From an optimization exercise on the open Yosys and OpenROAD flow, aimed at small area, a short achievable clock period and few clock cycles; shortcuts taken in it are not production practice.
RTL that was checked went through simulation tests only; none was proved equivalent to the original.
For run 3, only the layout was checked, not whether the RTL still works.

[flow/design.v]
`timescale 1ns/1ps
module rsa_core #(
    parameter WIDTH = 32
)(
    input  wire                 clk,
    input  wire                 rst,
    input  wire                 start,
    input  wire [WIDTH-1:0]     m_in,
    input  wire [WIDTH-1:0]     e_in,
    input  wire [WIDTH-1:0]     n_in,
    output reg  [WIDTH-1:0]     out,
    output reg                  busy,
    output reg                  done
);
localparam [3:0] IDLE = 4'd0, DBL = 4'd1, CHAIN = 4'd2, CONV = 4'd3,
                 SKIP = 4'd4, P1 = 4'd5, P2 = 4'd6, SQ = 4'd7, SQ2 = 4'd8,
                 MUL = 4'd9, MUL3 = 4'd10, FIN = 4'd11;
reg [3:0]  state;
reg [31:0] r;        
reg [31:0] n_r;      
reg [31:0] m_r;      
reg [5:0]  p;
reg        cb, nb;
reg [5:0]  cnt;
wire last = p[5];                   
wire cur  = cb | last;              
wire pair = nb;                     
wire fin_op = ((state == SQ) | (state == P1)) & last;
wire sel_r = ((state == CHAIN) | (state == SQ) | (state == SQ2) | (state == P1)) & ~fin_op;
wire sel_m = (state == CONV) | (state == MUL) | (state == P2);
wire sel_3 = (state == MUL3);
wire [31:0] A = ({32{sel_r}} & r) | ({32{sel_m}} & m_r) | ({32{sel_3}} & out) |
                {31'd0, fin_op};
wire [31:0] B = r;
wire [31:0] N = n_r;
wire [32:0] D;
wire [32:0] dc;
assign D[0]  = ~B[0];
assign dc[1] = B[0];
genvar i, j;
generate
    for (j = 1; j < 32; j = j + 1) begin : g_d
        rsa_fa u_fa (.a(B[j]), .b(N[j]), .c(dc[j]), .s(D[j]), .co(dc[j+1]));
    end
endgenerate
assign D[32] = dc[32];
wire [32:0] nS [0:32];
generate
    if (1) begin : g_row0
        wire sb0 = A[0] & ~B[0];
        wire sd0 = A[0] & B[0];
        wire [32:1] nX0;
        for (j = 1; j < 32; j = j + 1) begin : g_x
            assign nX0[j] = ~((sb0 & B[j]) | (sd0 & D[j]));
        end
        assign nX0[32] = ~(sd0 & D[32]);
        assign nS[1] = {1'b1, nX0[32:1]};
    end
    for (i = 1; i < 32; i = i + 1) begin : g_row
        wire sb, sn, sd;
        wire [32:0] nX;
        wire [33:0] nc;
        wire [33:0] nT;
        rsa_ctl  u_ctl  (.ns0(nS[i][0]), .a(A[i]), .b0(B[0]),
                         .sb(sb), .sn(sn), .sd(sd));
        rsa_sel1 u_sel1 (.ns0(nS[i][0]), .a(A[i]), .b0(B[0]),
                         .b(B[1]), .n(N[1]), .d(D[1]), .nx(nX[1]));
        rsa_sel  u_sel  (.sb(sb), .sn(sn), .sd(sd), .B(B[31:2]), .N(N[31:2]),
                         .D(D[32:2]), .nX(nX[32:2]));
        assign nX[0] = 1'b1;            
        if (1) begin : g_add
            assign nc[1] = nS[i][0];    
            for (j = 1; j < 32; j = j + 1) begin : g_fa
                rsa_fa u_fa (.a(nS[i][j]), .b(nX[j]), .c(nc[j]),
                             .s(nT[j]), .co(nc[j+1]));
            end
            if (i == 1) begin : g_top1
                assign nT[32] = ~(nX[32] ^ nc[32]);
                assign nc[33] = nX[32] | nc[32];
            end else begin : g_top
                rsa_fa u_fa (.a(nS[i][32]), .b(nX[32]), .c(nc[32]),
                             .s(nT[32]), .co(nc[33]));
            end
            assign nT[33] = nc[33];
            assign nS[i+1] = nT[33:1];
        end
    end
endgenerate
wire [32:0] nV = (state == DBL)  ? ~{r, 1'b0} :
                 (state == SKIP) ? ~33'd1 :
                                   nS[32];
wire [33:0] unc;
wire [32:0] nU;
assign nU[0]  = ~nV[0];          
assign unc[1] = nV[0];
generate
    for (j = 1; j < 32; j = j + 1) begin : g_sub
        rsa_fa u_fa (.a(nV[j]), .b(N[j]), .c(unc[j]), .s(nU[j]), .co(unc[j+1]));
    end
endgenerate
assign nU[32]  = nV[32] ^ unc[32];
assign unc[33] = nV[32] & unc[32];
wire [31:0] red = unc[33] ? ~nV[31:0] : ~nU[31:0];
wire n_16 = &n_in[31:27];                                  
wire n_4  = n_in[31] & n_in[30] & (n_in[29] | n_in[28]);   
wire n_2  = n_in[31] & (n_in[30] | n_in[29]);              
wire n_big = n_2;
wire s16 = n_16;                     
wire s4  = n_4 & ~n_in[27] |         
           n_4 & ~(n_in[29] & n_in[28]);
wire s2  = n_2 & ~n_4;               
wire s1  = n_in[31] & ~n_2;          
wire s0  = ~n_in[31];                
wire [35:0] cx = {~n_in[31:1], 1'b1, 4'd0};    
wire [31:0] r_init;
generate
    for (j = 0; j < 32; j = j + 1) begin : g_init
        assign r_init[j] = (s16 & cx[j])     | (s4 & cx[j + 2]) |
                           (s2 & cx[j + 3])  | (s1 & cx[j + 4]) |
                           ((j == 0) ? s0 : 1'b0);
    end
endgenerate
wire [5:0] cnt_init = n_16 ? 6'd2 : n_4 ? 6'd3 : n_2 ? 6'd4 :
                      n_in[31] ? 6'd0 : 6'd32;
wire shift_skip = ~cur;
always @(posedge clk) begin
    if (rst) begin
        state <= IDLE;
        busy  <= 1'b0;
        done  <= 1'b0;
    end else begin
        case (state)
            IDLE:  if (start) begin
                       busy  <= 1'b1;
                       state <= n_big ? CHAIN : DBL;
                   end
            DBL:   if (cnt == 6'd0) state <= CHAIN;
            CHAIN: if (cnt == 6'd0) state <= CONV;
            CONV:  state <= (cur && !last) ? P1 : SKIP;
            SKIP:  if (cur) begin
                       if (last) begin
                           busy  <= 1'b0;
                           done  <= 1'b1;
                           state <= FIN;
                       end else begin
                           state <= P1;
                       end
                   end
            P1:    if (last) begin
                       busy  <= 1'b0;
                       done  <= 1'b1;
                       state <= FIN;
                   end else begin
                       state <= P2;
                   end
            P2:    state <= SQ;
            SQ:    if (last) begin
                       busy  <= 1'b0;
                       done  <= 1'b1;
                       state <= FIN;
                   end else if (cur) begin
                       state <= pair ? SQ2 : MUL;
                   end
            SQ2:   state <= MUL3;
            MUL:   state <= SQ;
            MUL3:  state <= SQ;
            FIN:   if (!start) begin
                       done  <= 1'b0;
                       state <= IDLE;
                   end
            default: state <= IDLE;
        endcase
    end
end
always @(posedge clk) n_r <= n_in;
wire shift = ((state == DBL) | (state == CHAIN)) & shift_skip |
             ((state == CONV) | (state == SKIP)) & (shift_skip | ~last) |
             (state == P2) | (state == MUL) | (state == MUL3) |
             (state == SQ) & (shift_skip | pair);
wire [4:0] p2 = p[4:0] - 5'd2;
wire nb_next = e_in[p2] & ~p[5] & (p[4:1] != 4'd0);    
always @(posedge clk) begin
    if (state == IDLE) begin
        p  <= 6'd31;
        cb <= e_in[31];
        nb <= e_in[30];
    end else if (shift) begin
        p  <= p - 6'd1;
        cb <= nb;
        nb <= nb_next;
    end
end
always @(posedge clk) begin
    case (state)
        IDLE: begin
            m_r <= m_in;
            r   <= r_init;
            cnt <= cnt_init;
        end
        DBL: begin
            r <= red;
            cnt <= (cnt == 6'd0) ? 6'd4 : cnt - 6'd1;
        end
        CHAIN: begin
            r <= red;
            cnt <= cnt - 6'd1;
        end
        CONV: begin
            r <= red;
            m_r <= red;
        end
        SKIP: begin
            if (cur && last) out <= red;    
        end
        P1: begin
            if (last) out <= red;            
            else      r   <= red;
        end
        P2: begin
            out <= red;
            if (cur) r <= red;
        end
        SQ: begin
            if (last) out <= red;            
            else      r   <= red;
        end
        SQ2: begin
            r <= red;
        end
        MUL, MUL3: begin
            r <= red;
        end
        default: ;
    endcase
end
endmodule
module rsa_ctl (
    input  wire ns0,    
    input  wire a,      
    input  wire b0,     
    output wire sb,
    output wire sn,
    output wire sd
);
wire q = ~ns0 ^ (a & b0);
assign sb = a & ~q;
assign sn = ~a & q;
assign sd = a & q;
endmodule
module rsa_sel (
    input  wire        sb,
    input  wire        sn,
    input  wire        sd,
    input  wire [31:2] B,
    input  wire [31:2] N,
    input  wire [32:2] D,
    output wire [32:2] nX
);
genvar j;
generate
    for (j = 2; j < 32; j = j + 1) begin : g_x
        assign nX[j] = ~((sb & B[j]) | (sn & N[j]) | (sd & D[j]));
    end
endgenerate
assign nX[32] = ~(sd & D[32]);
endmodule
module rsa_sel1 (
    input  wire ns0,
    input  wire a,
    input  wire b0,
    input  wire b,
    input  wire n,
    input  wire d,
    output wire nx
);
wire q = ~ns0 ^ (a & b0);
assign nx = ~(q ? (a ? d : n) : (a & b));
endmodule
module rsa_fa (
    input  wire a,
    input  wire b,
    input  wire c,
    output wire s,
    output wire co
);
assign s  = (a ^ b) ^ c;
assign co = (a & b) | ((a ^ b) & c);
endmodule
[flow/flow/run.sh]
#!/bin/bash
set -euo pipefail
export BUFFER_PORTS_ARGS="-buffer_cell sky130_fd_sc_hd__buf_2"
bash standard.sh synth > synth.log 2>&1
bash standard.sh finish > layout.log 2>&1
[flow/standard.sh]
#!/bin/bash
# synth_recipe.tcl (not shown) runs the flow's synth.tcl, then flattens the netlist and writes it again
# the make line also repeats each setting of config.mk as NAME=value (left out here)
make -C /OpenROAD-flow-scripts/flow DESIGN_CONFIG=/design/flow/config.mk WORK_HOME=/design/flow/orfs CLKGATE_MAP_FILE= SYNTH_SCRIPT=/design/flow/synth_recipe.tcl "${@:-finish}"
[flow/config.mk]
export PLATFORM = sky130hd
export DESIGN_NAME = rsa_core
export DESIGN_NICKNAME = rsa_core
export VERILOG_FILES = /design/flow/design.v
export SDC_FILE = /design/flow/constraint.sdc
export NUM_CORES = 8
export LEC_CHECK = 0
export CAP_MARGIN = 30
export CORE_MARGIN = 2
export CORE_UTILIZATION = 40
export SETUP_SLACK_MARGIN = 5
export SLEW_MARGIN = 30
export SYNTH_HIERARCHICAL = 1
[flow/constraint.sdc]
create_clock -name core_clock -period 375.0 [get_ports {clk}]
set_input_delay 75.0000 -clock core_clock [delete_from_list [all_inputs] [get_ports {clk}]]
set_output_delay 75.0000 -clock core_clock [all_outputs]
set_load 0.01 [all_outputs]
==> results of run 1 <==
state kept, by name, summed over array words and instances (netlist names), 4 cells and up:
name   cells
n_r       31
m_r       32
out       32
cnt        6
p          6
r         32
state      4
cell families after synthesis:
kind of cell	after synthesis
buffers and inverters	492
DFF	147
adders and majority gates	1058
and+or+nand+nor	414
xor gates and xnor gates	72
AOI/OAI and AO/OA	1241
muxes	84
Yosys stat by module, one instance, submodules excluded:
| module | area [um2] | flip-flops and latches | cells |
|---|---|---|---|
| rsa_core | 8610 | 147 | 936 |
| rsa_fa | 20.0 | 0 | 1 |
| rsa_sel | 360 | 0 | 40 |
| rsa_sel1 | 31.3 | 0 | 4 |
| rsa_ctl | 26.3 | 0 | 5 |
metal layers:
metal,up-vias,GRT usage
met3,96,0.0214
li1,14527,-
met4,0,0.0721
met1,17469,0.253
met5,-,0
met2,1042,0.396
how the worst min path moves through the flow:
stage | from | end | slack (ns)
floorplan | p[4]$_SDFFE_PP1P_ | p[4]$_SDFFE_PP1P_ | 0.46
global placement | p[4]$_SDFFE_PP1P_ | p[4]$_SDFFE_PP1P_ | 0.48
detailed placement | p[2]$_SDFFE_PP1P_ | p[2]$_SDFFE_PP1P_ | 0.49
CTS | p[2]$_SDFFE_PP1P_ | p[2]$_SDFFE_PP1P_ | 0.50
global route | p[4]$_SDFFE_PP1P_ | p[4]$_SDFFE_PP1P_ | 0.53
finish | p[2]$_SDFFE_PP1P_ | p[2]$_SDFFE_PP1P_ | 0.50
per-stage QoR:
stage / hold slack [ns] / cell area (um2)
CTS: 0.502 / 45100
detailed placement: 0.487 / 44500
finish: 0.499 / 45200
global placement: 0.482 / 44300
global route: 0.527 / 45200
floorplan: 0.461 / 42600
critical path: cells and delay by family:
kind | cells | cell delay, ns
AO/OA/AOI/OAI | 3 | 0.51
buffers and inverters | 1 | 0.16
AND/OR/NAND/NOR | 2 | 1.00
cells in the final DEF (no fill, tap or decap), drive strengths merged, types with 43 or more instances in the layout:
cell type,n
edfxtp,104
o22ai,60
inv,140
mux2i,46
a222oi,931
o21ai,52
dfxtp,43
nand2,148
buf,281
nor2,164
a22oi,93
fa,1053
cell type report:
type | count | area [um2]
well taps | 1391 | 1740
clock inverters | 7 | 77.6
clock buffers | 25 | 561
fillers | 9825 | 60400
repair buffers | 281 | 1790
flip-flops and latches | 147 | 3990
inverters | 138 | 518
multi-input cells | 2869 | 36500
==> metrics.md, run 1 <==
| Metric | Value |
|---|---|
| Outcome | `complete, no violations` |
| Postcts setup bufs | `0` |
| Post-synthesis adder-cell area fraction | `0.496` |
| Reg2reg setup slack | `between 300 and 400 ns` |
| CP peak stage delay | `0.63 ns` |
| Met2 routed WL | `around 62000 um` |
| Starting density of the core | `0.404` |
| Synth cell types | `between 60 and 70` |
| Most numerous cell in the Yosys netlist | `fa_1` |
| Startpoint class of the critical path | `primary input` |
| DRT iter0 DRCs | `6629` |
| Met1 wire length | `45300 um` |
| Max-Cap Viols | `0` |
| Clk_skew | `~0.012 ns` |
| Rows | `119` |
| Wire per inst | `roughly 24 um` |
| Die height | `roughly 330 um` |
| Critical-path top delay cell | `or2_2` |
| Main combinational cell family by area after synthesis | `adder cells` |
| Reg clk slew, reported paths | `about 0.070 ns` |
| Max layer used | `met4` |
| Setup-failing EPs final | `0` |
| CP Class | `in -> reg` |
| Placement Setup Slack | `around 300 ns` |
| Final hold vios | `0` |
| Final core utilization | `0.428` |
| Launch point of the worst path | `n_in[29]` |
| FF+latch count, synth | `147` |
| Antenna fix cells | `0` |
| TNS Setup | `0 ns` |
| H-tree depth | `4` |
| Critical Path End | `r[5]$_DFFE_PP_` |
| IO Port Bufs | `~130` |
| Slew at the pin closest to its max-slew limit | `0.943 ns` |
| Post-synthesis mux area share | `0.0224` |
| CP cell instances | `buf_2 > o211ai_1 > or2_2 > o22ai_1 > nor4_1 > a21oi_1` |
| CTS Buffer Depth | `2` |
| Number of synthesized flops with an enable pin | `104` |
| Simple-Gate Fraction of Synth Area | `0.0429` |
| Mapped Area | `about 43000 um2` |
| Maximum clock rate | `~0.013 GHz` |
| Antenna viol nets, final | `0` |
| Router iterations before antenna repair | `20` |
| Vias in the first global route | `34809` |
| Clk root buf | `clkbuf_16` |
| First-pass GRT wire length | `roughly 190000 um` |
| Initial antenna violation count | `0` |
| Cts bufs inserted | `17` |
| Largest net degree at the start of global routing | `between 60 and 70` |
| Vias | `33134` |
| CTS tree | `done` |
| Post-DP HPWL | `around 100000 um` |
| GPL Wtd Cong | `between 0.8 and 0.9` |
| Vias per cell | `between 6 and 7` |
| Final WS setup | `about 300 ns` |
| Hold Path Stages | `1` |
| Ports | `between 100 and 150` |
| CORE AREA | `106000 um2` |
| Total gr overflow | `0` |
| Final nets | `approximately 4600` |
| Synthesis Warnings | `7` |
| Layout cell share with drive strength beyond 1 | `0.132` |
| Synth Net Count | `around 4700` |
| Gate Count Post-Synth | `roughly 3500` |
| Hold WC Path Type | `reg -> reg` |
| Post-CTS resize count | `0` |
| Die X | `between 300 and 400 um` |
| CP Max Fanout | `28` |
| Most area-hungry cell type in the Yosys netlist | `fa_1` |
| Post-layout minimum cycle time | `76.55 ns` |
| Hold_buf cts | `0` |
| RSZ-0062 raised after global routing | `false` |
| Post-synth top area share | `0.494` |
| Post-synthesis compound-gate area fraction | `0.269` |
| Post-Route WL | `118000 um` |
| # DRC | `0` |
| Sequential fraction of the synthesis area | `0.0934` |
| Worst reg2reg path depth | `167` |
| Die area | `109000 um2` |
| Worst flop-to-flop path endpoint | `m_r[7]$_DFFE_PP_` |
| Clock Sinks | `roughly 150` |
| Final std cells w/o fill | `4858` |
| CP Capture Type | `register` |
| Period utilization | `0.204` |
| Avg Inst Size Synth | `roughly 12 um2` |
| WP data required | `around 380 ns` |
| Post-Synth XOR/XNOR Area | `0.0148` |
| Arr. time, crit path | `about 77 ns` |
| GR Util All Layers | `0.212` |
| Top FF cell, synth | `edfxtp_1` |
| Worst-Skew Late Latency | `approximately 0.43 ns` |
| Layout area overhead | `5.89%` |
| Placed Instances | `around 4800` |
| Crit Reg-Reg Startpoint | `state[0]$_SDFFE_PP0P_` |
| Met3 WL | `approximately 5800 um` |
| Slew HR | `0.371` |
| Final Max Tran Viols | `0` |
| Cells taking the most area after synthesis | `fa_1 (49%), a222oi_1 (22%), edfxtp_1 (7.3%)` |
| Post-synth top cells | `fa_1 (1053), a222oi_1 (931), buf_2 (221), nor2_1 (163), nand2_1 (148)` |
| Async SR Flop Fraction | `0` |
Testbench counts, summed over its fixed seeds: cycles 12,652.
==> run 2: changes to the inputs <==
--- a/flow/design.v
+++ b/flow/design.v
@@ -106,18 +106,22 @@
 wire n_2  = n_in[31] & (n_in[30] | n_in[29]);              
 wire n_big = n_2;
 wire s16 = n_16;                     
-wire s4  = n_4 & ~n_in[27] |         
-           n_4 & ~(n_in[29] & n_in[28]);
+wire s4  = n_4 & ~n_16;              
 wire s2  = n_2 & ~n_4;               
 wire s1  = n_in[31] & ~n_2;          
 wire s0  = ~n_in[31];                
 wire [35:0] cx = {~n_in[31:1], 1'b1, 4'd0};    
 wire [31:0] r_init;
 generate
-    for (j = 0; j < 32; j = j + 1) begin : g_init
+    for (j = 0; j < 8; j = j + 1) begin : g_init
         assign r_init[j] = (s16 & cx[j])     | (s4 & cx[j + 2]) |
                            (s2 & cx[j + 3])  | (s1 & cx[j + 4]) |
                            ((j == 0) ? s0 : 1'b0);
+    end
+    for (j = 8; j < 32; j = j + 8) begin : g_init8
+        rsa_init8 u_init (.top(n_in[31:27]), .n0(n_in[j+7:j]),
+                          .n1(n_in[j+6:j-1]), .n2(n_in[j+5:j-2]),
+                          .n4(n_in[j+3:j-4]), .r(r_init[j+7:j]));
     end
 endgenerate
 wire [5:0] cnt_init = n_16 ? 6'd2 : n_4 ? 6'd3 : n_2 ? 6'd4 :
@@ -286,3 +290,21 @@
 assign s  = (a ^ b) ^ c;
 assign co = (a & b) | ((a ^ b) & c);
 endmodule
+module rsa_init8 (
+    input  wire [4:0] top,    
+    input  wire [7:0] n0,
+    input  wire [7:0] n1,
+    input  wire [7:0] n2,
+    input  wire [7:0] n4,
+    output wire [7:0] r
+);
+wire n_16 = &top;
+wire n_4  = top[4] & top[3] & (top[2] | top[1]);
+wire n_2  = top[4] & (top[3] | top[2]);
+wire s16 = n_16;
+wire s4  = n_4 & ~n_16;
+wire s2  = n_2 & ~n_4;
+wire s1  = top[4] & ~n_2;
+assign r = ~(({8{s16}} & n4) | ({8{s4}} & n2) | ({8{s2}} & n1) | ({8{s1}} & n0)) &
+           {8{top[4]}};
+endmodule
==> metrics.md, run 2 <==
| Metric | Value |
|---|---|
| Ports | `133` |
| # DRC | `0` |
| Max-Cap Viols | `0` |
| Outcome | `complete, no violations` |
| CP Max Fanout | `30` |
| Layout area overhead | `5.89%` |
| Final WS setup | `between 200 and 300 ns` |
| Rows | `119` |
| Hold_buf cts | `0` |
| Startpoint class of the critical path | `primary input` |
| Top FF cell, synth | `edfxtp_1` |
| Wire per inst | `around 24 um` |
| Post-Route WL | `roughly 110000 um` |
| Post-synth top area share | `0.495` |
| Final nets | `about 4500` |
| TNS Setup | `0 ns` |
| Arr. time, crit path | `76.75 ns` |
| Die area | `approximately 110000 um2` |
| Regs by FF count | `m_r x32, out x32, r x32` |
| Hold Path Stages | `1` |
| CTS tree | `done` |
| Clock Sinks | `147` |
| Mapped Area | `about 43000 um2` |
| Most area-hungry cell type in the Yosys netlist | `fa_1` |
| Worst reg2reg path depth | `between 150 and 200` |
| Async SR Flop Fraction | `0` |
| Final hold vios | `0` |
| Avg Inst Size Synth | `12.6 um2` |
| Post-DP HPWL | `98300 um` |
| Critical-path top delay cell | `buf_2` |
| Post-synth top cells | `fa_1 (1053), a222oi_1 (961), buf_2 (203), nor2_1 (127), inv_1 (111)` |
| FF+latch count, synth | `between 100 and 150` |
| Most frequent cells in the layout | `fa_1 (1030), a222oi_1 (961), buf_2 (144), buf_4 (141), inv_1 (111)` |
| Die height | `about 330 um` |
| Layout cell share with drive strength beyond 1 | `0.150` |
| WP data required | `between 300 and 400 ns` |
| Clk root buf | `clkbuf_16` |
| CP Class | `in -> reg` |
| Cts bufs inserted | `17` |
| Reg2reg setup slack | `roughly 310 ns` |
| Slew HR | `0.359` |
| Crit Reg-Reg Startpoint | `state[3]$_SDFFE_PP0P_` |
| Total gr overflow | `0` |
| Starting density of the core | `0.404` |
| Reg clk slew, reported paths | `~0.060 ns` |
| Period utilization | `0.204` |
| RSZ-0062 raised after global routing | `false` |
| Worst Hold End | `p[4]$_SDFFE_PP1P_` |
| Commonest non-fill, non-tap cell in the layout | `fa_1` |
| Maximum clock rate | `between 0.01 and 0.015 GHz` |
| WP buf/inv | `1` |
| CP Capture Type | `register` |
| Vias in the first global route | `33984` |
| Post-layout minimum cycle time | `between 70 and 80 ns` |
| CORE AREA | `roughly 110000 um2` |
| GR Util All Layers | `0.205` |
| Vias per cell | `a little under 7` |
| CP cell instances | `buf_2 > nor3b_1 > o21ai_1 > nor2_1 > nor4_1 > a21oi_1` |
| GPL Wtd Cong | `roughly 0.90` |
| Synth cell types | `between 70 and 80` |
| Placed Instances | `4720` |
| CP peak stage delay | `around 0.52 ns` |
| Antenna viol nets, final | `0` |
| Placement Setup Slack | `297.95 ns` |
| CP top delay family | `simple AND/OR/NAND/NOR gates` |
| Final std cells w/o fill | `around 4800` |
| Sequential fraction of the synthesis area | `0.0936` |
| Clk_skew | `approximately 0.010 ns` |
| Hold path start | `p[4]$_SDFFE_PP1P_` |
| DRT iter0 DRCs | `between 7000 and 8000` |
| Final Max Tran Viols | `0` |
| IO Port Bufs | `131` |
| Router iterations before antenna repair | `22` |
| Postcts setup bufs | `0` |
| Vias | `approximately 33000` |
| Final core utilization | `0.428` |
| Cells taking the most area after synthesis | `fa_1 (50%), a222oi_1 (23%), edfxtp_1 (7.3%)` |
| Worst flop-to-flop path endpoint | `r[31]$_DFFE_PP_` |
| Number of synthesized flops with an enable pin | `~100` |
| First-pass GRT wire length | `around 180000 um` |
| Hold WC Path Type | `reg -> reg` |
| Synth Net Count | `around 4500` |
| Post-CTS resize count | `0` |
| Die X | `330 um` |
| Slew at the pin closest to its max-slew limit | `0.961 ns` |
| Antenna fix cells | `0` |
| Gate Count Post-Synth | `approximately 3400` |
| Setup-failing EPs final | `0` |
| H-tree depth | `4` |
| Most numerous cell in the Yosys netlist | `fa_1` |
| Launch point of the worst path | `n_in[29]` |
| Synthesis Warnings | `7` |
| Worst-Skew Late Latency | `approximately 0.44 ns` |
| Initial antenna violation count | `0` |
| CTS Buffer Depth | `2` |
| Largest net degree at the start of global routing | `66` |
==> run 2: changes by cell type in the layout (fill, tap and decap cells not counted), moves of 19 or more <==
| cell | delta |
|---|---|
| a21oi_1 | -19 |
| a221o_1 | +21 |
| a221oi_1 | +21 |
| a222oi_1 | +30 |
| a22oi_1 | -31 |
| inv_1 | -27 |
| mux2_4 | +26 |
| mux2i_1 | -34 |
| nand2_1 | -39 |
| nor2_1 | -38 |
| nor4_1 | -20 |
| o21ai_1 | +19 |
| o22ai_1 | -51 |
==> run 2: kinds of logic after synthesis <==
family          count (synthesis)  synth area share
fa+ha+maj                    1058             0.497
flops                         147            0.0936
buf+inv                       447            0.0580
simple gates                  331            0.0362
xor+xnor                       71            0.0148
mux                            80            0.0247
compound gates               1246             0.276
==> run 2: worst max path at each step <==
stage / to / slack [ns] / cells after the start
after floorplan: nb$_DFFE_PP_ / 298.88 / 5
after global placement: r[5]$_DFFE_PP_ / 297.99 / 6
after detailed placement: r[6]$_DFFE_PP_ / 297.95 / 6
after CTS: r[5]$_DFFE_PP_ / 298.44 / 6
after global routing: r[6]$_DFFE_PP_ / 298.30 / 6
final: r[5]$_DFFE_PP_ / 298.41 / 6
==> run 2: layout make-up <==
type | instances | area (um2)
repair buffers | 286 | 1790
clock inverters | 14 | 161
inverters | 112 | 420
flip-flops and latches | 147 | 3990
fillers | 9799 | 60300
clock buffers | 18 | 429
well taps | 1391 | 1740
multi-input cells | 2786 | 36500
==> run 2: per-stage QoR <==
stage               cell area, um2  hold slack [ns]
global placement             44100            0.487
floorplan                    42600            0.460
global route                 45100            0.540
finish                       45100            0.502
detailed placement           44400            0.487
CTS                          45000            0.505
==> run 2: per-module statistics from Yosys, one instance, submodules excluded <==
module     flops+latches  cell area, um2
rsa_sel                0             360
rsa_sel1               0            31.3
rsa_ctl                0            26.3
rsa_fa                 0            20.0
rsa_init8              0             225
rsa_core             147            7850
==> run 2: metal layers <==
| layer | vias to the layer above | track usage | part of all wire |
|---|---|---|---|
| met5 | - | 0 | 0 |
| met4 | 0 | 0.0412 | 0.017 |
| met3 | 47 | 0.0115 | 0.053 |
| met2 | 1086 | 0.374 | 0.52 |
| met1 | 17309 | 0.269 | 0.41 |
| li1 | 14322 | - | - |
==> run 2: worst register-to-register path, delay by kind of cell, from the launching register on <==
family	cells	cell delay [ns]
AOI/OAI and AO/OA	39	9.76
buffers and inverters	3	1.08
adders and majority gates	62	30.06
muxes	31	10.57
xor gates and xnor gates	31	6.90
and+or+nand+nor	2	0.69
DFF	1	0.95
Testbench counts of run 2, summed over its fixed seeds: cycles 12,652.
==> run 3: changes to the inputs <==
--- a/flow/design.v
+++ b/flow/design.v
@@ -57,13 +57,13 @@
         assign nS[1] = {1'b1, nX0[32:1]};
     end
     for (i = 1; i < 32; i = i + 1) begin : g_row
-        wire sb, sn, sd;
+        wire sb, sn, sd, t;
         wire [32:0] nX;
         wire [33:0] nc;
         wire [33:0] nT;
         rsa_ctl  u_ctl  (.ns0(nS[i][0]), .a(A[i]), .b0(B[0]),
-                         .sb(sb), .sn(sn), .sd(sd));
-        rsa_sel1 u_sel1 (.ns0(nS[i][0]), .a(A[i]), .b0(B[0]),
+                         .sb(sb), .sn(sn), .sd(sd), .t(t));
+        rsa_sel1 u_sel1 (.ns0(nS[i][0]), .a(A[i]), .t(t),
                          .b(B[1]), .n(N[1]), .d(D[1]), .nx(nX[1]));
         rsa_sel  u_sel  (.sb(sb), .sn(sn), .sd(sd), .B(B[31:2]), .N(N[31:2]),
                          .D(D[32:2]), .nX(nX[32:2]));
@@ -244,12 +244,13 @@
     input  wire b0,     
     output wire sb,
     output wire sn,
-    output wire sd
+    output wire sd,
+    output wire t
 );
-wire q = ~ns0 ^ (a & b0);
-assign sb = a & ~q;
-assign sn = ~a & q;
-assign sd = a & q;
+assign t  = ns0 ^ b0;
+assign sb = a & t;
+assign sd = a & ~t;
+assign sn = ~a & ~ns0;
 endmodule
 module rsa_sel (
     input  wire        sb,
@@ -271,24 +272,13 @@
 module rsa_sel1 (
     input  wire ns0,
     input  wire a,
-    input  wire b0,
+    input  wire t,
     input  wire b,
     input  wire n,
     input  wire d,
     output wire nx
 );
-wire q = ~ns0 ^ (a & b0);
-assign nx = ~(q ? (a ? d : n) : (a & b));
-endmodule
-module rsa_fa (
-    input  wire a,
-    input  wire b,
-    input  wire c,
-    output wire s,
-    output wire co
-);
-assign s  = (a ^ b) ^ c;
-assign co = (a & b) | ((a ^ b) & c);
+assign nx = ~(a ? (t ? b : d) : (~ns0 & n));
 endmodule
 module rsa_init8 (
     input  wire [4:0] top,    
@@ -308,3 +298,13 @@
 assign r = ~(({8{s16}} & n4) | ({8{s4}} & n2) | ({8{s2}} & n1) | ({8{s1}} & n0)) &
            {8{top[4]}};
 endmodule
+module rsa_fa (
+    input  wire a,
+    input  wire b,
+    input  wire c,
+    output wire s,
+    output wire co
+);
+assign s  = (a ^ b) ^ c;
+assign co = (a & b) | ((a ^ b) & c);
+endmodule
--- a/flow/config.mk
+++ b/flow/config.mk
@@ -8,6 +8,7 @@
 export CAP_MARGIN = 30
 export CORE_MARGIN = 2
 export CORE_UTILIZATION = 40
+export CTS_BUF_LIST = sky130_fd_sc_hd__clkbuf_4 sky130_fd_sc_hd__clkbuf_8
 export SETUP_SLACK_MARGIN = 5
 export SLEW_MARGIN = 30
 export SYNTH_HIERARCHICAL = 1
==> metrics.md, run 3 <==
| Metric | Value |
|---|---|
| Post-DP HPWL | `98500 um` |
| Final nets | `about 4500` |
| Initial antenna violation count | `2` |
| Post-synthesis compound-gate area fraction | `0.276` |
| CP Class | `in -> reg` |
| Final core utilization | `0.425` |
| Worst reg2reg path depth | `169` |
| Placed Area | `approximately 44000 um2` |
| Commonest non-fill, non-tap cell in the layout | `fa_1` |
| Simple-Gate Fraction of Synth Area | `0.0391` |
| CP Capture Type | `register` |
| First-pass GRT wire length | `between 150000 and 200000 um` |
| Mapped Area | `about 42000 um2` |
| Antenna viol nets, final | `0` |
| Post-synth top cells | `fa_1 (1053), a222oi_1 (961), buf_2 (203), inv_1 (111), nand2_1 (107)` |
| Synth cell types | `74` |
| Regs by FF count | `m_r x32, out x32, r x32` |
| Router iterations before antenna repair | `19` |
| Most frequent cells in the layout | `fa_1 (1029), a222oi_1 (961), buf_4 (146), buf_2 (141), inv_1 (111)` |
| Postcts setup bufs | `0` |
| Met2 routed WL | `59000 um` |
| Layout area overhead | `5.49%` |
| Total gr overflow | `0` |
| Most numerous cell in the Yosys netlist | `fa_1` |
| Post-CTS resize count | `0` |
| Wire per inst | `roughly 24 um` |
| CORE AREA | `105000 um2` |
| Rows | `about 120` |
| Worst flop-to-flop path endpoint | `m_r[9]$_DFFE_PP_` |
| Final hold vios | `0` |
| Async SR Flop Fraction | `0` |
| Hold_buf cts | `0` |
| Reg2reg setup slack | `around 310 ns` |
| Met1 wire length | `around 46000 um` |
| H-tree depth | `4` |
| Final Max Tran Viols | `0` |
| Slew at the pin closest to its max-slew limit | `1.01 ns` |
| Post-synthesis adder-cell area fraction | `0.500` |
| Number of synthesized flops with an enable pin | `between 100 and 150` |
| WP data required | `roughly 380 ns` |
| Worst Hold End | `p[2]$_SDFFE_PP1P_` |
| Clk_skew | `0.0192 ns` |
| Vias in the first global route | `~35000` |
| GR Util All Layers | `0.208` |
| Synthesis Warnings | `7` |
| Cts bufs inserted | `17` |
| Main combinational cell family by area after synthesis | `adder cells` |
| Cells taking the most area after synthesis | `fa_1 (50%), a222oi_1 (23%), edfxtp_1 (7.4%)` |
| Period utilization | `0.204` |
| Vias | `between 30000 and 40000` |
| Min Hold Slack | `between 0.5 and 0.6 ns` |
| Max layer used | `met5` |
| Starting density of the core | `0.403` |
| Setup-failing EPs final | `0` |
| Die area | `~110000 um2` |
| Hold path start | `p[2]$_SDFFE_PP1P_` |
| Hold WC Path Type | `reg -> reg` |
| Reg clk slew, reported paths | `around 0.10 ns` |
| Slew HR | `0.326` |
| Die height | `~330 um` |
| Top FF cell, synth | `edfxtp_1` |
| CP Max Fanout | `30` |
| Antenna fix cells | `0` |
| Post-Synth XOR/XNOR Area | `0.00845` |
| Sequential fraction of the synthesis area | `0.0941` |
| Avg Inst Size Synth | `12.6 um2` |
| Clock Sinks | `147` |
| Clk root buf | `clkbuf_8` |
| Gate Count Post-Synth | `about 3300` |
| DRT iter0 DRCs | `6544` |
| Ports | `about 130` |
| Synth Net Count | `roughly 4500` |
| Layout cell share with drive strength beyond 1 | `0.152` |
| Post-Route WL | `~110000 um` |
| Hold Path Stages | `1` |
| FF+latch count, synth | `147` |
| Most area-hungry cell type in the Yosys netlist | `fa_1` |
| TNS Setup | `0 ns` |
| Post-layout minimum cycle time | `about 77 ns` |
| CTS Buffer Depth | `2` |
| Met3 WL | `around 6500 um` |
| GPL Wtd Cong | `about 0.9` |
| Post-synthesis mux area share | `0.0248` |
| Outcome | `complete, no violations` |
| IO Port Bufs | `~130` |
| Largest net degree at the start of global routing | `66` |
| Worst-Skew Late Latency | `between 0.4 and 0.5 ns` |
| RSZ-0062 raised after global routing | `false` |
| # DRC | `0` |
| Crit Reg-Reg Startpoint | `state[0]$_SDFFE_PP0P_` |
| Post-synth top area share | `0.498` |
| Startpoint class of the critical path | `primary input` |
| Die X | `329 um` |
| Arr. time, crit path | `around 77 ns` |
| # fillers | `between 9000 and 10000` |
| Maximum clock rate | `around 0.013 GHz` |
| Post-route cell area | `44700 um2` |
| Vias per cell | `between 6 and 7` |
| Max-Cap Viols | `0` |
| CTS tree | `done` |
[run 3: final cells by class]
cell class | instances | area, um2 | share of cell area
clock buffers | 18 | 248 | 0.00555
clock inverters | 14 | 141 | 0.00317
inverters | 112 | 420 | 0.00942
multi-input cells | 2755 | 36300 | 0.812
flip-flops and latches | 147 | 3980 | 0.0892
well taps | 1391 | 1740 | 0.0390
repair buffers | 289 | 1840 | 0.0412
[run 3: logic make-up (layout without fill, tap and decap cells)]
| kind of cell | Yosys count | after routing |
|---|---|---|
| AO/OA/AOI/OAI | 1246 | 1246 |
| XOR/XNOR | 40 | 40 |
| adder cells (fa/ha/maj) | 1058 | 1058 |
| buffers and inverters | 447 | 433 |
| flip-flops | 147 | 147 |
| multiplexers | 80 | 80 |
| AND/OR/NAND/NOR | 331 | 331 |
[run 3: worst max-delay path, stage by stage]
cell and delay [ns]:
buf_2 0.53, nor3b_1 0.12, o21ai_1 0.49, nor2_1 0.08, a211oi_1 0.39, a21oi_1 0.08
[run 3: layer usage]
layer | up-vias | global-route usage
li1 | 14225 | -
met1 | 17477 | 0.273
met2 | 1172 | 0.376
met3 | 74 | 0.0155
met4 | 2 | 0.0418
met5 | - | 0
[run 3: Yosys stat by module (local to each module, per instance)]
module	area (um2)	flip-flops and latches	copies in the design
rsa_core	7850	147	1
rsa_init8	225	0	3
rsa_ctl	26.3	0	31
rsa_fa	20.0	0	1053
rsa_sel	360	0	31
rsa_sel1	23.8	0	31
[run 3: stage by stage]
| step | cells | setup slack [ns] |
|---|---|---|
| detailed placement | 4693 | 298.06 |
| global placement | 4681 | 298.07 |
| finish | 4726 | 298.47 |
| CTS | 4725 | 298.59 |
| floorplan | 3349 | 298.88 |
| global route | 4726 | 298.41 |
[run 3: worst max-delay path by stage]
| stage | cells after the start | from | slack [ns] | end |
|---|---|---|---|---|
| after global placement | 6 | n_in[29] | 298.07 | r[5]$_DFFE_PP_ |
| after CTS | 6 | n_in[29] | 298.59 | r[4]$_DFFE_PP_ |
| after detailed placement | 6 | n_in[29] | 298.06 | r[4]$_DFFE_PP_ |
| after floorplan | 5 | e_in[1] | 298.88 | nb$_DFFE_PP_ |
| after global routing | 6 | n_in[29] | 298.41 | r[14]$_DFFE_PP_ |
| final | 6 | n_in[29] | 298.47 | r[4]$_DFFE_PP_ |
==> run 4: changes to the inputs <==
--- a/flow/design.v
+++ b/flow/design.v
@@ -86,8 +86,9 @@
         end
     end
 endgenerate
-wire [32:0] nV = (state == DBL)  ? ~{r, 1'b0} :
-                 (state == SKIP) ? ~33'd1 :
+wire load1 = (state == SKIP) | (state == DBL) & (cnt == 6'd33);
+wire [32:0] nV = load1           ? ~33'd1 :
+                 (state == DBL)  ? ~{r, 1'b0} :
                                    nS[32];
 wire [33:0] unc;
 wire [32:0] nU;
@@ -101,31 +102,22 @@
 assign nU[32]  = nV[32] ^ unc[32];
 assign unc[33] = nV[32] & unc[32];
 wire [31:0] red = unc[33] ? ~nV[31:0] : ~nU[31:0];
-wire n_16 = &n_in[31:27];                                  
 wire n_4  = n_in[31] & n_in[30] & (n_in[29] | n_in[28]);   
 wire n_2  = n_in[31] & (n_in[30] | n_in[29]);              
+wire s4 = n_4;                       
+wire s2 = n_2 & ~n_4;                
+wire s1 = n_in[31] & ~n_2;           
+wire [31:0] r_init;
+assign r_init[0] = s1;
+assign r_init[1] = s2 | (s1 & ~n_in[1]);
+assign r_init[2] = ~((s2 & n_in[1]) | (s1 & n_in[2]));
+generate
+    for (j = 3; j < 32; j = j + 1) begin : g_init
+        assign r_init[j] = ~((s4 & n_in[j-2]) | (s2 & n_in[j-1]) | (s1 & n_in[j]));
+    end
+endgenerate
+wire [5:0] cnt_init = n_4 ? 6'd3 : n_2 ? 6'd4 : n_in[31] ? 6'd0 : 6'd33;
 wire n_big = n_2;
-wire s16 = n_16;                     
-wire s4  = n_4 & ~n_16;              
-wire s2  = n_2 & ~n_4;               
-wire s1  = n_in[31] & ~n_2;          
-wire s0  = ~n_in[31];                
-wire [35:0] cx = {~n_in[31:1], 1'b1, 4'd0};    
-wire [31:0] r_init;
-generate
-    for (j = 0; j < 8; j = j + 1) begin : g_init
-        assign r_init[j] = (s16 & cx[j])     | (s4 & cx[j + 2]) |
-                           (s2 & cx[j + 3])  | (s1 & cx[j + 4]) |
-                           ((j == 0) ? s0 : 1'b0);
-    end
-    for (j = 8; j < 32; j = j + 8) begin : g_init8
-        rsa_init8 u_init (.top(n_in[31:27]), .n0(n_in[j+7:j]),
-                          .n1(n_in[j+6:j-1]), .n2(n_in[j+5:j-2]),
-                          .n4(n_in[j+3:j-4]), .r(r_init[j+7:j]));
-    end
-endgenerate
-wire [5:0] cnt_init = n_16 ? 6'd2 : n_4 ? 6'd3 : n_2 ? 6'd4 :
-                      n_in[31] ? 6'd0 : 6'd32;
 wire shift_skip = ~cur;
 always @(posedge clk) begin
     if (rst) begin
@@ -194,23 +186,25 @@
         nb <= nb_next;
     end
 end
+wire r_we = (state == IDLE) | (state == DBL) | (state == CHAIN) |
+            (state == CONV) | ((state == P1) | (state == SQ)) & ~last |
+            (state == P2) & cur | (state == SQ2) | (state == MUL) |
+            (state == MUL3);
+wire [31:0] r_d = (state == IDLE) ? r_init : red;
+always @(posedge clk) if (r_we) r <= r_d;
 always @(posedge clk) begin
     case (state)
         IDLE: begin
             m_r <= m_in;
-            r   <= r_init;
             cnt <= cnt_init;
         end
         DBL: begin
-            r <= red;
             cnt <= (cnt == 6'd0) ? 6'd4 : cnt - 6'd1;
         end
         CHAIN: begin
-            r <= red;
             cnt <= cnt - 6'd1;
         end
         CONV: begin
-            r <= red;
             m_r <= red;
         end
         SKIP: begin
@@ -218,21 +212,12 @@
         end
         P1: begin
             if (last) out <= red;            
-            else      r   <= red;
         end
         P2: begin
             out <= red;
-            if (cur) r <= red;
         end
         SQ: begin
             if (last) out <= red;            
-            else      r   <= red;
-        end
-        SQ2: begin
-            r <= red;
-        end
-        MUL, MUL3: begin
-            r <= red;
         end
         default: ;
     endcase
@@ -280,24 +265,6 @@
 );
 assign nx = ~(a ? (t ? b : d) : (~ns0 & n));
 endmodule
-module rsa_init8 (
-    input  wire [4:0] top,    
-    input  wire [7:0] n0,
-    input  wire [7:0] n1,
-    input  wire [7:0] n2,
-    input  wire [7:0] n4,
-    output wire [7:0] r
-);
-wire n_16 = &top;
-wire n_4  = top[4] & top[3] & (top[2] | top[1]);
-wire n_2  = top[4] & (top[3] | top[2]);
-wire s16 = n_16;
-wire s4  = n_4 & ~n_16;
-wire s2  = n_2 & ~n_4;
-wire s1  = top[4] & ~n_2;
-assign r = ~(({8{s16}} & n4) | ({8{s4}} & n2) | ({8{s2}} & n1) | ({8{s1}} & n0)) &
-           {8{top[4]}};
-endmodule
 module rsa_fa (
     input  wire a,
     input  wire b,
--- a/flow/config.mk
+++ b/flow/config.mk
@@ -8,7 +8,6 @@
 export CAP_MARGIN = 30
 export CORE_MARGIN = 2
 export CORE_UTILIZATION = 40
-export CTS_BUF_LIST = sky130_fd_sc_hd__clkbuf_4 sky130_fd_sc_hd__clkbuf_8
 export SETUP_SLACK_MARGIN = 5
 export SLEW_MARGIN = 30
 export SYNTH_HIERARCHICAL = 1
==> metrics.md, run 4 <==
| Metric | Value |
|---|---|
| Rows | `roughly 120` |
| Commonest non-fill, non-tap cell in the layout | `fa_1` |
| Placement Setup Slack | `298.34 ns` |
| First-pass GRT wire length | `around 180000 um` |
| Gate Count Post-Synth | `~3400` |
| FF+latch count, synth | `147` |
| Number of synthesized flops with an enable pin | `around 100` |
| GPL Wtd Cong | `between 0.8 and 0.9` |
| Synth cell types | `between 50 and 60` |
| Total gr overflow | `0` |
| Hold WC Path Type | `reg -> reg` |
| CP peak stage delay | `0.65 ns` |
| IO Port Bufs | `131` |
| Worst reg2reg path depth | `~170` |
| Antenna viol nets, final | `0` |
| Final hold vios | `0` |
| Most frequent cells in the layout | `fa_1 (1029), a222oi_1 (963), buf_4 (173), nand2_1 (167), a21oi_1 (142)` |
| Post-layout minimum cycle time | `roughly 76 ns` |
| Avg Inst Size Synth | `12.2 um2` |
| CTS tree | `done` |
| Synthesis Warnings | `7` |
| Layout cell share with drive strength beyond 1 | `0.144` |
| H-tree depth | `4` |
| Die height | `about 330 um` |
| Crit Reg-Reg Startpoint | `state[1]$_SDFFE_PP0P_` |
| Synth Net Count | `approximately 4600` |
| CORE AREA | `slightly above 100000 um2` |
| Vias | `roughly 33000` |
| Ports | `about 130` |
| Vias per cell | `around 6.8` |
| Final nets | `4554` |
| Starting density of the core | `0.404` |
| CP Capture Type | `register` |
| Router iterations before antenna repair | `15` |
| Clk_skew | `between 0.015 and 0.02 ns` |
| Critical-path top delay cell | `o211a_2` |
| Post-DP HPWL | `between 90000 and 100000 um` |
| CP cell instances | `buf_2 > o211a_2 > a221oi_1 > nand2_1 > o21ai_0` |
| Outcome | `complete, no violations` |
| Antenna fix cells | `0` |
| RSZ-0062 raised after global routing | `false` |
| WP data required | `between 300 and 400 ns` |
| Reg clk slew, reported paths | `roughly 0.07 ns` |
| Vias in the first global route | `around 34000` |
| Reg2reg setup slack | `approximately 310 ns` |
| Placed Area | `between 40000 and 50000 um2` |
| # fillers | `9569` |
| TNS Setup | `0 ns` |
| Top FF cell, synth | `edfxtp_1` |
| Sequential fraction of the synthesis area | `0.0950` |
| Launch point of the worst path | `n_in[31]` |
| Die X | `roughly 330 um` |
| Post-Route WL | `~110000 um` |
| Startpoint class of the critical path | `primary input` |
| Hold path start | `done$_SDFFE_PP0P_` |
| Period utilization | `0.203` |
| Worst-Skew Late Latency | `~0.43 ns` |
| Clock Sinks | `approximately 150` |
| Die area | `107000 um2` |
| Final WS setup | `roughly 300 ns` |
| Sequential standard cell area | `about 4000 um2` |
| Mapped Area | `41900 um2` |
| Worst Hold End | `done$_SDFFE_PP0P_` |
| Wire per inst | `23.2 um` |
| Maximum clock rate | `about 0.013 GHz` |
| Worst flop-to-flop path endpoint | `m_r[0]$_DFFE_PP_` |
| Hold_buf cts | `0` |
| Cells taking the most area after synthesis | `fa_1 (50%), a222oi_1 (23%), edfxtp_1 (7.4%)` |
| Cts bufs inserted | `17` |
| Post-route cell area | `44500 um2` |
| Clk root buf | `clkbuf_16` |
| Post-synth top cells | `fa_1 (1053), a222oi_1 (963), buf_2 (210), nand2_1 (167), a21oi_1 (143)` |
| DRT iter0 DRCs | `around 6100` |
| CP Max Fanout | `28` |
| Area of the multi-input gates | `between 30000 and 40000 um2` |
| Async SR Flop Fraction | `0` |
| Most numerous cell in the Yosys netlist | `fa_1` |
| Postcts setup bufs | `0` |
| Final std cells w/o fill | `4788` |
| Post-CTS resize count | `0` |
| CTS Buffer Depth | `2` |
| Largest net degree at the start of global routing | `65` |
| Slew HR | `0.391` |
| Hold Path Stages | `2` |
| CP Class | `in -> reg` |
| Initial antenna violation count | `1` |
| GR Util All Layers | `0.201` |
| Layout area overhead | `6.18%` |
| Final Max Tran Viols | `0` |
| Arr. time, crit path | `around 76 ns` |
| Regs by FF count | `m_r x32, out x32, r x32` |
| Post-synth top area share | `0.503` |
| Slew at the pin closest to its max-slew limit | `0.910 ns` |
| Placed Instances | `4756` |
| Setup-failing EPs final | `0` |
| Most area-hungry cell type in the Yosys netlist | `fa_1` |
| Max-Cap Viols | `0` |
| # DRC | `0` |
==> run 4: changes by cell type after synthesis, moves of 9 or more <==
| cell | delta |
|---|---|
| a221o_1 | -19 |
| a22oi_2 | +11 |
| clkbuf_1 | +20 |
| o22ai_1 | +27 |
| nand2_1 | +60 |
| o21ai_1 | -47 |
| mux2_4 | -26 |
| a22oi_1 | -9 |
| a2bb2oi_1 | -31 |
| nor2_1 | +32 |
| o21ai_0 | +17 |
| a21oi_1 | +94 |
==> run 4: routing by layer <==
metal,track usage,routed length (um),up-vias
met2,0.384,59400,1089
met4,0.0565,3190,0
li1,-,-,14329
met5,0,0,-
met1,0.241,42800,17181
met3,0.0153,5790,73
==> run 4: cells by family (layout without fill, tap and decap cells) <==
kind of cell    Yosys count  in the layout  synth area share
buf+inv                 460            444            0.0595
simple gates            407            407            0.0442
compound gates         1260           1260             0.273
flops                   147            147            0.0950
xor+xnor                 43             43           0.00898
fa+ha+maj              1060           1060             0.505
mux                      47             47            0.0139
==> run 4: worst max-delay path: cells and delay by family <==
kind / cells / cell delay (ns)
buffers and inverters: 1 / 0.17
and+or+nand+nor: 1 / 0.10
AOI/OAI and AO/OA: 3 / 0.93
==> run 4: stage by stage <==
step                hold slack [ns]  utilization
finish                        0.491        0.429
global route                  0.519        0.429
CTS                           0.495        0.429
detailed placement            0.476        0.423
global placement              0.472        0.421
floorplan                     0.461            -
==> run 4: modules after synthesis, one instance, submodules excluded <==
module / cells / flops+latches / area [um2] / times used
rsa_sel: 40 / 0 / 360 / 31
rsa_sel1: 3 / 0 / 23.8 / 31
rsa_ctl: 5 / 0 / 26.3 / 31
rsa_fa: 1 / 0 / 20.0 / 1053
rsa_core: 883 / 147 / 8120 / 1
==> run 4: area by class of cell <==
type	count	area share
clock buffers	17	0.00956
repair buffers	305	0.0442
well taps	1380	0.0388
inverters	107	0.00902
flip-flops and latches	147	0.0895
multi-input cells	2817	0.806
clock inverters	15	0.00278
==> run 4: how the worst max path moves through the flow <==
stage                       to  slack [ns]
6_report       r[15]$_DFFE_PP_      298.94
5_1_grt        r[22]$_DFFE_PP_      298.83
4_1_cts        r[18]$_DFFE_PP_      298.78
3_5_place_dp   r[18]$_DFFE_PP_      298.34
3_3_place_gp    r[3]$_DFFE_PP_      298.32
2_1_floorplan  r[10]$_DFFE_PP_      298.71
Testbench counts of run 4, summed over its fixed seeds: cycles 12,664.
==> run 5: changes to the inputs <==
--- a/flow/config.mk
+++ b/flow/config.mk
@@ -8,6 +8,7 @@
 export CAP_MARGIN = 30
 export CORE_MARGIN = 2
 export CORE_UTILIZATION = 40
+export CTS_BUF_LIST = sky130_fd_sc_hd__clkbuf_4 sky130_fd_sc_hd__clkbuf_8
 export SETUP_SLACK_MARGIN = 5
 export SLEW_MARGIN = 30
 export SYNTH_HIERARCHICAL = 1
==> metrics.md, run 5 <==
| Metric | Value |
|---|---|
| Outcome | `complete, no violations` |
| Number of synthesized flops with an enable pin | `~100` |
| Met1 wire length | `between 40000 and 50000 um` |
| Rows | `~120` |
| Final hold vios | `0` |
| Arr. time, crit path | `1.07 ns` |
| Total gr overflow | `0` |
| Slew at the pin closest to its max-slew limit | `0.920 ns` |
| GPL Wtd Cong | `between 0.8 and 0.9` |
| Mapped Area | `roughly 42000 um2` |
| Slew HR | `0.384` |
| Post-DP HPWL | `slightly below 100000 um` |
| Reg clk slew, reported paths | `~0.10 ns` |
| Critical-path top delay cell | `edfxtp_1` |
| CTS tree | `done` |
| Layout area overhead | `5.73%` |
| First-pass GRT wire length | `between 150000 and 200000 um` |
| Sequential standard cell area | `about 4000 um2` |
| CP top delay family | `flip-flops` |
| Most numerous cell in the Yosys netlist | `fa_1` |
| Placed Instances | `4756` |
| Worst flop-to-flop path endpoint | `m_r[0]$_DFFE_PP_` |
| Initial antenna violation count | `1` |
| Startpoint class of the critical path | `register` |
| Max-Cap Viols | `0` |
| GR Util All Layers | `0.201` |
| Hold_buf cts | `0` |
| Ports | `between 100 and 150` |
| # DRC | `0` |
| Starting density of the core | `0.404` |
| Placement Setup Slack | `just under 300 ns` |
| Avg Inst Size Synth | `around 12 um2` |
| Final nets | `approximately 4600` |
| Die height | `between 300 and 400 um` |
| Final std cells w/o fill | `4788` |
| WP buf/inv | `1` |
| Worst reg2reg path depth | `between 150 and 200` |
| Worst-Skew Late Latency | `between 0.4 and 0.5 ns` |
| Top FF cell, synth | `edfxtp_1` |
| Die area | `around 110000 um2` |
| Post-CTS resize count | `0` |
| Clock Sinks | `147` |
| Area of the multi-input gates | `between 30000 and 40000 um2` |
| Final Max Tran Viols | `0` |
| Max layer used | `met4` |
| Cells taking the most area after synthesis | `fa_1 (50%), a222oi_1 (23%), edfxtp_1 (7.4%)` |
| Cts bufs inserted | `17` |
| Most area-hungry cell type in the Yosys netlist | `fa_1` |
| CP cell instances | `buf_2` |
| Maximum clock rate | `between 0.01 and 0.015 GHz` |
| Setup-failing EPs final | `0` |
| CORE AREA | `around 100000 um2` |
| Crit Reg-Reg Startpoint | `state[1]$_SDFFE_PP0P_` |
| Final WS setup | `298.93 ns` |
| Synth cell types | `51` |
| Antenna fix cells | `0` |
| Regs by FF count | `m_r x32, out x32, r x32` |
| Router iterations before antenna repair | `17` |
| CTS Buffer Depth | `2` |
| Post-synth top cells | `fa_1 (1053), a222oi_1 (963), buf_2 (210), nand2_1 (167), a21oi_1 (143)` |
| Period utilization | `0.203` |
| H-tree depth | `4` |
| Post-layout minimum cycle time | `~76 ns` |
| Synthesis Warnings | `7` |
| CP Capture Type | `output port` |
| CP peak stage delay | `approximately 0.45 ns` |
| Clk_skew | `~0.027 ns` |
| Gate Count Post-Synth | `approximately 3400` |
| Post-synth top area share | `0.503` |
| Hold WC Path Type | `reg -> reg` |
| IO Port Bufs | `131` |
| Worst Hold End | `done$_SDFFE_PP0P_` |
| CP Max Fanout | `2` |
| Commonest non-fill, non-tap cell in the layout | `fa_1` |
| Die X | `around 330 um` |
| Most frequent cells in the layout | `fa_1 (1029), a222oi_1 (963), buf_4 (173), nand2_1 (167), a21oi_1 (142)` |
| Async SR Flop Fraction | `0` |
| Clk root buf | `clkbuf_8` |
| Wire per inst | `between 20 and 25 um` |
| Antenna viol nets, final | `0` |
| WP data required | `300.00 ns` |
| Post-Route WL | `about 110000 um` |
| CP Class | `reg -> out` |
| Met2 routed WL | `59400 um` |
| Largest net degree at the start of global routing | `65` |
| RSZ-0062 raised after global routing | `false` |
| Vias per cell | `6.80` |
| Postcts setup bufs | `0` |
| Hold Path Stages | `2` |
| Hold path start | `done$_SDFFE_PP0P_` |
| Sequential fraction of the synthesis area | `0.0950` |
| Synth Net Count | `approximately 4600` |
| DRT iter0 DRCs | `6272` |
| FF+latch count, synth | `roughly 150` |
| Vias | `32554` |
| Met3 WL | `~5300 um` |
| # fillers | `9586` |
| Vias in the first global route | `34343` |
| TNS Setup | `0 ns` |
| Layout cell share with drive strength beyond 1 | `0.144` |
| Reg2reg setup slack | `around 310 ns` |
[run 5: cell count changes in the layout (fill, tap and decap cells not counted)]
cell / previous run / this run
clkbuf_16: 17 / 0
clkbuf_8: 0 / 17
[run 5: cell families after synthesis]
family | synth area share
AO/OA/AOI/OAI | 0.273
flip-flops | 0.0950
buffers and inverters | 0.0595
multiplexers | 0.0139
XOR/XNOR | 0.00898
AND/OR/NAND/NOR | 0.0442
adder cells (fa/ha/maj) | 0.505
[run 5: per-module statistics from Yosys (local to each module, per instance)]
module / cells inside / area (um2) / copies in the design / flops+latches
rsa_ctl: 5 / 26.3 / 31 / 0
rsa_sel1: 3 / 23.8 / 31 / 0
rsa_sel: 40 / 360 / 31 / 0
rsa_core: 883 / 8120 / 1 / 147
rsa_fa: 1 / 20.0 / 1053 / 0
[run 5: area by class of cell]
cell class,instances,area share
flip-flops and latches,147,0.0899
repair buffers,305,0.0444
clock buffers,17,0.00528
inverters,107,0.00906
multi-input cells,2817,0.810
clock inverters,15,0.00279
well taps,1380,0.0390
[run 5: metal layers]
metal / GRT usage / vias to the layer above
met4: 0.0541 / 0
met3: 0.0136 / 62
met5: 0 / -
li1: - / 14326
met2: 0.384 / 1025
met1: 0.242 / 17141
[run 5: how the worst max path moves through the flow]
| stage | slack [ns] | startpoint | to | cells after the start |
|---|---|---|---|---|
| after CTS | 298.82 | n_in[31] | r[18]$_DFFE_PP_ | 5 |
| final | 298.93 | out[0]$_DFFE_PP_ | out[0] | 1 |
| after floorplan | 298.71 | n_in[30] | r[10]$_DFFE_PP_ | 6 |
| after global routing | 298.87 | out[0]$_DFFE_PP_ | out[0] | 1 |
| after detailed placement | 298.34 | n_in[31] | r[18]$_DFFE_PP_ | 5 |
| after global placement | 298.32 | n_in[31] | r[3]$_DFFE_PP_ | 5 |
[run 5: through the flow]
| stage | utilization | hold slack, ns | instance area (um2) |
|---|---|---|---|
| after floorplan | - | 0.461 | 41900 |
| after global placement | 0.421 | 0.472 | 43700 |
| after detailed placement | 0.423 | 0.476 | 43900 |
| after CTS | 0.427 | 0.502 | 44300 |
| after global routing | 0.427 | 0.527 | 44300 |
| final | 0.427 | 0.497 | 44300 |
==> run 6: changes to the inputs <==
==> flow/flow/run.sh (replaced) <==
#!/bin/bash
set -euo pipefail
export BUFFER_PORTS_ARGS="-buffer_cell sky130_fd_sc_hd__buf_1"
bash standard.sh synth > synth.log 2>&1
bash standard.sh finish > layout.log 2>&1
==> metrics.md, run 6 <==
| Metric | Value |
|---|---|
| Arr. time, crit path | `about 76 ns` |
| Vias in the first global route | `between 30000 and 40000` |
| Slew HR | `0.386` |
| Final core utilization | `0.426` |
| IO Port Bufs | `about 130` |
| Synth Net Count | `roughly 4600` |
| Post-Route WL | `110000 um` |
| Sequential standard cell area | `3980 um2` |
| WP data required | `roughly 380 ns` |
| Synthesis Warnings | `7` |
| Post-DP HPWL | `roughly 99000 um` |
| FF+latch count, synth | `147` |
| CORE AREA | `approximately 100000 um2` |
| Starting density of the core | `0.404` |
| Async SR Flop Fraction | `0` |
| Setup-failing EPs final | `0` |
| Min Hold Slack | `between 0.5 and 0.6 ns` |
| Placement Setup Slack | `298.11 ns` |
| Post-route cell area | `between 40000 and 50000 um2` |
| GPL Wtd Cong | `between 0.8 and 0.9` |
| Antenna viol nets, final | `0` |
| Reg2reg setup slack | `313.53 ns` |
| Number of synthesized flops with an enable pin | `104` |
| GR Util All Layers | `0.197` |
| Slew at the pin closest to its max-slew limit | `0.918 ns` |
| Sequential fraction of the synthesis area | `0.0950` |
| Post-synth top cells | `fa_1 (1053), a222oi_1 (963), buf_2 (210), nand2_1 (167), a21oi_1 (143)` |
| Startpoint class of the critical path | `primary input` |
| Ports | `between 100 and 150` |
| Postcts setup bufs | `0` |
| Post-Synth XOR/XNOR Area | `0.00898` |
| Outcome | `complete, no violations` |
| Synth cell types | `51` |
| # DRC | `0` |
| Die area | `roughly 110000 um2` |
| Post-synthesis adder-cell area fraction | `0.505` |
| Main combinational cell family by area after synthesis | `adder cells` |
| Commonest non-fill, non-tap cell in the layout | `fa_1` |
| Vias per cell | `slightly below 7` |
| Top FF cell, synth | `edfxtp_1` |
| Final WS setup | `~300 ns` |
| Cells taking the most area after synthesis | `fa_1 (50%), a222oi_1 (23%), edfxtp_1 (7.4%)` |
| Die X | `about 330 um` |
| Most frequent cells in the layout | `fa_1 (1028), a222oi_1 (963), buf_4 (171), nand2_1 (167), a21oi_1 (142)` |
| Clk root buf | `clkbuf_8` |
| Regs by FF count | `m_r x32, out x32, r x32` |
| Area of the multi-input gates | `35900 um2` |
| TNS Setup | `0 ns` |
| CP Capture Type | `register` |
| Placed Instances | `~4800` |
| Rows | `approximately 120` |
| RSZ-0062 raised after global routing | `false` |
| Die height | `roughly 330 um` |
| Final std cells w/o fill | `~4800` |
| Maximum clock rate | `around 0.013 GHz` |
| Hold WC Path Type | `reg -> reg` |
| Post-synthesis mux area share | `0.0139` |
| Wire per inst | `around 23 um` |
| Final Max Tran Viols | `0` |
| Gate Count Post-Synth | `3424` |
| Placed Area | `between 40000 and 50000 um2` |
| CP Class | `in -> reg` |
| # fillers | `slightly below 10000` |
| Largest net degree at the start of global routing | `65` |
| Mapped Area | `around 42000 um2` |
| Hold_buf cts | `0` |
| Period utilization | `0.203` |
| Most area-hungry cell type in the Yosys netlist | `fa_1` |
| Clock Sinks | `~150` |
| Post-synth top area share | `0.503` |
| Final hold vios | `0` |
| Post-CTS resize count | `0` |
| CTS Buffer Depth | `2` |
| Simple-Gate Fraction of Synth Area | `0.0442` |
| Post-synthesis compound-gate area fraction | `0.273` |
| Initial antenna violation count | `3` |
| H-tree depth | `4` |
| CP Max Fanout | `30` |
| First-pass GRT wire length | `about 180000 um` |
| Final nets | `between 4000 and 5000` |
| Vias | `roughly 33000` |
| Avg Inst Size Synth | `between 10 and 15 um2` |
| Router iterations before antenna repair | `15` |
| Layout cell share with drive strength beyond 1 | `0.105` |
| Post-layout minimum cycle time | `between 70 and 80 ns` |
| Max-Cap Viols | `0` |
| Layout area overhead | `5.48%` |
| Cts bufs inserted | `17` |
| Reg clk slew, reported paths | `0.09 ns` |
| Clk_skew | `0.0205 ns` |
| Total gr overflow | `0` |
| Worst-Skew Late Latency | `0.46 ns` |
| Most numerous cell in the Yosys netlist | `fa_1` |
| DRT iter0 DRCs | `6044` |
| CTS tree | `done` |
## run 6: cell count changes in the layout (fill, tap and decap cells not counted), moves of 2 or more
cell	delta
buf_1	+131
buf_2	-131
buf_4	-2
bufinv_16	+3
clkbuf_4	+3
inv_6	-4
inv_8	-2
## run 6: kinds of logic (layout without fill, tap and decap cells)
kind of cell / Yosys count / in the layout
buffers and inverters: 460 / 443
AND/OR/NAND/NOR: 407 / 407
multiplexers: 47 / 47
XOR/XNOR: 43 / 43
other: 0 / 1
adder cells (fa/ha/maj): 1060 / 1060
flip-flops: 147 / 147
AO/OA/AOI/OAI: 1260 / 1260
## run 6: worst paths after layout
| check | to | start | cells after the start |
|---|---|---|---|
| worst max-delay path | r[4]$_DFFE_PP_ | n_in[30] | 8 |
| worst min-delay path | done$_SDFFE_PP0P_ | done$_SDFFE_PP0P_ | 2 |
| worst min register to register | done$_SDFFE_PP0P_ | done$_SDFFE_PP0P_ | 2 |
| worst max register to register | m_r[0]$_DFFE_PP_ | state[0]$_SDFFE_PP0P_ | 170 |
## run 6: layout make-up
type | count | share of cell area
Antenna cell | 1 | 0.0000566
Inverter | 107 | 0.00908
Clock buffer | 20 | 0.00580
Multi-Input combinational cell | 2817 | 0.812
Tap cell | 1380 | 0.0390
Clock inverter | 12 | 0.00356
Sequential cell | 147 | 0.0901
Timing Repair Buffer | 304 | 0.0408
## run 6: per-layer routing
layer | up-vias | track usage | share of wire | wire length (um)
met5 | - | 0 | 0.00012 | 13
met4 | 2 | 0.0681 | 0.038 | 4130
met3 | 73 | 0.0135 | 0.042 | 4650
met2 | 949 | 0.377 | 0.53 | 58100
met1 | 17167 | 0.231 | 0.39 | 43100
li1 | 14320 | - | - | -
## run 6: modules after synthesis, one instance, submodules excluded
module	cell area, um2	flops+latches	copies in the design	cells inside
rsa_ctl	26.3	0	31	5
rsa_core	8120	147	1	883
rsa_fa	20.0	0	1053	1
rsa_sel1	23.8	0	31	3
rsa_sel	360	0	31	40
## run 6: worst max-delay path, stage by stage
cell and delay, ns:
buf_1 0.25, nor2b_1 0.23, a21oi_1 0.10, nor2b_2 0.10, buf_4 0.34, nand2_1 0.11, nand2_1 0.08, o21ai_0 0.10

[static timing again, ports no longer ideal]
How much do the figures lean on ideal ports? The routed layouts below were timed once more, with nothing changed but the port constraints. Step 1 assumes that a clkbuf_16 drives the clock port and a buf_2 every other input. Step 2 also shifts input and output timing later by t, the mid clock arrival at the registers, as if the neighbouring blocks saw the same clock. Three values: no drivers, after step 1, after step 2; two values: the first two.
| run | t (ns) | setup slack, ns | worst setup path after step 2 | pins driven straight from the clock port |
|---|---|---|---|---|
| run 1 | 0.479 | 298.450 / 298.482 / 298.002 | input to register | 1 |
| run 2 | 0.488 | 298.405 / 298.433 / 297.945 | input to register | 1 |
| run 3 | 0.522 | 298.468 / 298.488 / 297.965 | input to register | 1 |
| run 4 | 0.473 | 298.937 / 298.903 / 298.475 | input to register | 1 |
| run 5 | 0.496 | 298.926 / 298.885 / 298.485 | input to register | 1 |
| run 6 | 0.488 | 298.842 / 298.843 / 298.354 | input to register | 1 |
After both steps every run listed still meets setup and hold. The setup slack of run 3, which loses most, moves by +0.020 ns with the drivers and by -0.503 ns with both steps.
